Background: an optimization exercise with open tools, aiming at small area and a short achievable clock period. Do not read the settings as production practice.
In this exercise RTL edits were held to simulation tests only and were not proved equivalent to the original.
Power and IR drop assume default switching activity.

## lagoon
Design alu_design, start of the top module:
module alu_design #(parameter OPERAND_WIDTH = 16, parameter CMD_WIDTH = 4)(
	input CLK, RST, MODE, CE, CIN,
	input [CMD_WIDTH-1:0] CMD,
	input [1:0] INP_VALID,
	input [OPERAND_WIDTH-1:0] OPA, OPB,
	output reg ERR, OFLOW, E, G, L,
	output reg COUT,
	output reg [(2*OPERAND_WIDTH)-1:0] RES
);
Size: roughly 1800 cells after synthesis, about 190 flip-flops, ~81 I/O pins, ~18000 um2 of cells after synthesis.
clock: 8.0 ns
lec_check: 0
cap_margin: 20
core_margin: 2
core_utilization: 50
setup_slack_margin: 4.8
slew_margin: 20
synth_hierarchical: 1
standard.sh (not shown) runs the stock make flow with config.mk's settings and CLKGATE_MAP_FILE= SYNTH_SCRIPT=/design/flow/synth_recipe.tcl, a recipe that flattens the netlist after the stock synthesis.
==> flow/flow/run.sh <==
#!/bin/bash
set -e
cp standard.sh standard_sh.txt
export BUFFER_PORTS_ARGS="-buffer_cell sky130_fd_sc_hd__buf_1"
bash standard.sh > standard.log 2>&1
lagoon finished every stage and its layout cleared the timing, design-rule and antenna checks.
--- input diff lagoon..onyx ---
# lagoon
export LEC_CHECK = 0
export CAP_MARGIN = 20
export CORE_MARGIN = 2
export CORE_UTILIZATION = 50
export SETUP_SLACK_MARGIN = 4.8
export SLEW_MARGIN = 20
export SYNTH_HIERARCHICAL = 1
create_clock -name core_clock -period 8.0 [get_ports {CLK}]
# onyx
export LEC_CHECK = 0
export CAP_MARGIN = 20
export CORE_MARGIN = 2
export CORE_UTILIZATION = 40
export SETUP_SLACK_MARGIN = 4.7
export SLEW_MARGIN = 20
export SYNTH_HIERARCHICAL = 1
create_clock -name core_clock -period 8.0 [get_ports {CLK}]
Max tapcell count across lagoon and onyx: onyx
onyx | status: complete | timing, DRC, antenna: pass
lagoon → onyx: total number of vias saw little to no change; logic gate share of total power now sits higher.
A start point of the critical path of nb_r[0]$_DFF_P_ is what lagoon shows, while nb_r[2]$_DFF_P_ belongs to onyx.
### onyx -> zinc
# onyx
export LEC_CHECK = 0
export CAP_MARGIN = 20
export CORE_MARGIN = 2
export CORE_UTILIZATION = 40
export SETUP_SLACK_MARGIN = 4.7
export SLEW_MARGIN = 20
export SYNTH_HIERARCHICAL = 1
create_clock -name core_clock -period 8.0 [get_ports {CLK}]
# zinc
export LEC_CHECK = 0
export CAP_MARGIN = 20
export CORE_MARGIN = 2
export CORE_UTILIZATION = 40
export SETUP_SLACK_MARGIN = 4.8
export SLEW_MARGIN = 20
export SYNTH_HIERARCHICAL = 1
create_clock -name core_clock -period 8.0 [get_ports {CLK}]
Notes after the runs:
- zinc against onyx: sequential share of cell area now sits higher; met3 demand-to-capacity share in global routing now sits at about the same level.
- In the reports for zinc and onyx, the smaller layout filler cell count belongs to zinc.
- Compared onyx against zinc; flip-flop and latch power within noise.
- Of the two values seen for capturing instance or port of the critical path, PS[24]$_DFFE_PP_ was produced by zinc and PD[16]$_DFFE_PP_ by onyx.
- onyx and zinc ended up with roughly the same maximum clock skew at final layout.
- A cell type of the slowest stage on the worst timing path of sky130_fd_sc_hd__fa_1 is what zinc shows, while sky130_fd_sc_hd__fa_2 belongs to onyx.
- On final standard cell area without fillers, zinc does better than onyx.
- Going from onyx to zinc, the worst setup slack was found to have gone up by 39 ps.

* * *

alu_design, a different RTL version from the one above (not shown whole).
Size in the first run: ~190 flip-flops, about 81 I/O pins.
==> flow/design.v (excerpt) <==
module alu_design #(parameter OPERAND_WIDTH = 16, parameter CMD_WIDTH = 4)(
	input CLK, RST, MODE, CE, CIN,
	input [CMD_WIDTH-1:0] CMD,
	input [1:0] INP_VALID,
	input [OPERAND_WIDTH-1:0] OPA, OPB,
	output reg ERR, OFLOW, E, G, L,
	output reg COUT,
	output reg [(2*OPERAND_WIDTH)-1:0] RES
);
	wire in_v11 = INP_VALID == 2'b11;
	wire in_vA  = INP_VALID == 2'b01;
	wire in_vB  = INP_VALID == 2'b10;
	wire in_add_ok = (in_v11 && (CMD <= 4'd7 || CMD == 4'd11 || CMD == 4'd12)) ||
	                 (in_vA && (CMD == 4'd4 || CMD == 4'd5)) ||
	                 (in_vB && (CMD == 4'd6 || CMD == 4'd7));
	wire in_mul = in_v11 && (CMD == 4'd9 || CMD == 4'd10);
	wire in_cmp = in_v11 && (CMD == 4'd8 || CMD == 4'd11 || CMD == 4'd12);
	wire in_lok = (in_v11 && CMD <= 4'd13) ||
	              (in_vA && (CMD == 4'd6 || CMD == 4'd8 || CMD == 4'd9)) ||
	              (in_vB && (CMD == 4'd7 || CMD == 4'd10 || CMD == 4'd11));
	wire in_rot_err = in_v11 && (CMD == 4'd12 || CMD == 4'd13) && (|OPB[15:5]);
	wire in_err = MODE ? !(in_add_ok || in_mul || in_cmp) : (!in_lok || in_rot_err);
	reg [15:0] a, b;
	reg [3:0] cmd;
	reg xb, yb, yi, c0, xs;
	reg sgn;     
	always @(posedge CLK) begin
		a <= (CMD == 4'd10) ? {OPA[14:0], 1'b0} : OPA;
		b <= OPB;
		cmd <= CMD;
		xb <= CMD == 4'd6 || CMD == 4'd7;
		yb <= CMD <= 4'd3 || CMD == 4'd11 || CMD == 4'd12;
		yi <= CMD == 4'd12 || (CMD <= 4'd7 && CMD[0]);
		c0 <= CMD == 4'd12 || CMD == 4'd1 || CMD == 4'd4 || CMD == 4'd6 ||
		      (CMD == 4'd2 && CIN) || (CMD == 4'd3 && !CIN);
		xs <= CMD == 4'd11 || CMD == 4'd12;
		sgn <= CMD != 4'd8;
	end
	reg c_add, c_mul, c_arith, c_log, c_nerr, c_cmp;
	reg c_ofsub, c_of11v, c_of11n, c_of12v, c_of12n, c_ofidle, c_cout;
	always @(posedge CLK or posedge RST) begin
		if (RST) begin
			c_add <= 1'b0; c_mul <= 1'b0; c_arith <= 1'b0; c_log <= 1'b0;
			c_nerr <= 1'b0; c_cmp <= 1'b0;
			c_ofsub <= 1'b0; c_of11v <= 1'b0; c_of11n <= 1'b0;
			c_of12v <= 1'b0; c_of12n <= 1'b0; c_ofidle <= 1'b0; c_cout <= 1'b0;
		end else begin
			c_add   <= CE && MODE && in_add_ok;
			c_mul   <= CE && MODE && in_mul;
			c_arith <= CE && MODE;
			c_log   <= CE && !MODE && in_lok;
			c_nerr  <= CE && !in_err;
			c_cmp   <= CE && MODE && in_cmp;
  ...
==> flow/config.mk <==
export PLATFORM = sky130hd
export DESIGN_NAME = alu_design
export DESIGN_NICKNAME = alu_design
export VERILOG_FILES = /design/flow/design.v
export SDC_FILE = /design/flow/constraint.sdc
export NUM_CORES = 4
export LEC_CHECK = 0
export CAP_MARGIN = 20
export CORE_MARGIN = 2
export CORE_UTILIZATION = 55
export SETUP_SLACK_MARGIN = 4.8
export SLEW_MARGIN = 20
export SYNTH_HIERARCHICAL = 1
export TNS_END_PERCENT = 5
==> flow/constraint.sdc <==
create_clock -name core_clock -period 8.0 [get_ports {CLK}]
set_input_delay 1.6000 -clock core_clock [delete_from_list [all_inputs] [get_ports {CLK}]]
set_output_delay 1.6000 -clock core_clock [all_outputs]
set_load 0.01 [all_outputs]
Scripts as last shown in full above: flow/flow/run.sh
The first run completed with no timing, DRC or antenna violations.
Next try:
==> flow/run.sh (new file) <==
#!/bin/bash
# synth_recipe.tcl (not shown) runs the flow's synth.tcl, then flattens the netlist and writes it again
# the make line also repeats each setting of config.mk as NAME=value (left out here)
make -C /OpenROAD-flow-scripts/flow DESIGN_CONFIG=/design/flow/config.mk WORK_HOME=/design/flow/orfs CLKGATE_MAP_FILE= SYNTH_SCRIPT=/design/flow/synth_recipe.tcl finish
Settings changed: CORE_UTILIZATION 55 to 40, TNS_END_PERCENT 5 to unset.
removed: flow/flow/run.sh
removed: flow/standard.sh
Clock-buffer cell count fell by 3. Design area went up by a few percent. Clock power is about the same. Global-route usage fell by 8.4 points. Wire length came out higher by a few percent. First-iteration DRC count climbs by about a fifth. Total power climbs by a few percent. Combinational power increases by a few percent.
Next try:
==> flow/flow/run.sh (new file) <==
#!/bin/bash
set -e
cp standard.sh standard_sh.txt
export BUFFER_PORTS_ARGS="-buffer_cell sky130_fd_sc_hd__buf_1"
bash standard.sh > standard.log 2>&1
==> flow/standard.sh (new file) <==
#!/bin/bash
# synth_recipe.tcl (not shown) runs the flow's synth.tcl, then flattens the netlist and writes it again
# the make line also repeats each setting of config.mk as NAME=value (left out here)
make -C /OpenROAD-flow-scripts/flow DESIGN_CONFIG=/design/flow/config.mk WORK_HOME=/design/flow/orfs CLKGATE_MAP_FILE= SYNTH_SCRIPT=/design/flow/synth_recipe.tcl "${@:-finish}"
Settings changed: SETUP_SLACK_MARGIN 4.8 to 5.0.
removed: flow/run.sh
Effect: Worst setup slack gets better by 0.036 ns. Clock skew fell by 0.0038 ns. Wire length climbs by 5.0%. Area after synthesis is unchanged. Combinational power barely changes. Clock power came out lower by about 2%. Core utilization increases by 0.80 points. Non-clock buffer count rises by 29. Via count grows by 1.5%. Maximum frequency rises by 1.1%.
Next try:
Settings changed: SETUP_SLACK_MARGIN 5.0 to 4.8.
Via count falls by a few percent.
Flip-flop and latch count does not change.
Wire length fell by a few percent.
Non-clock buffer count is lower by 42.
Register-to-register slack is worse by 0.03 ns.

## separate check: timing with driven ports
How much do the figures lean on ideal ports? The routed layouts below were timed once more, with nothing changed but the port constraints. Step 1 assumes that a clkbuf_16 drives the clock port and a buf_2 every other input. Step 2, shift: input delay + t, output delay - t, t = (earliest + latest rising clock arrival at the registers) / 2. This alone moves slack from input paths to output paths. a / b / c = ideal / step 1 / step 2; a / b = the first two.
run	t, ns	setup WS [ns]	worst setup path after step 2	worst register clock-pin slew, ns	cell pins on the clock port's net
lagoon	0.508	4.795 / 4.795 / 4.414	input to register	0.08 / 0.08	1
onyx	0.525	4.743 / 4.743 / 4.364	input to register	0.08 / 0.08	1
zinc	0.521	4.782 / 4.782 / 4.423	input to register	0.08 / 0.08	1
the first run of note 2	0.520	4.706 / 4.706 / 4.396	input to register	0.08 / 0.08	1
the second run of note 2	0.522	4.764 / 4.764 / 4.470	input to register	0.08 / 0.08	1
the third run of note 2	0.510	4.801 / 4.801 / 4.680	input to register	0.08 / 0.08	1
the fourth run of note 2	0.523	4.769 / 4.769 / 4.580	input to register	0.08 / 0.08	1
After both steps setup and hold are still met in every run listed. The setup slack of lagoon, which loses most, moves by 0.000 ns with the drivers and by -0.381 ns with both steps.
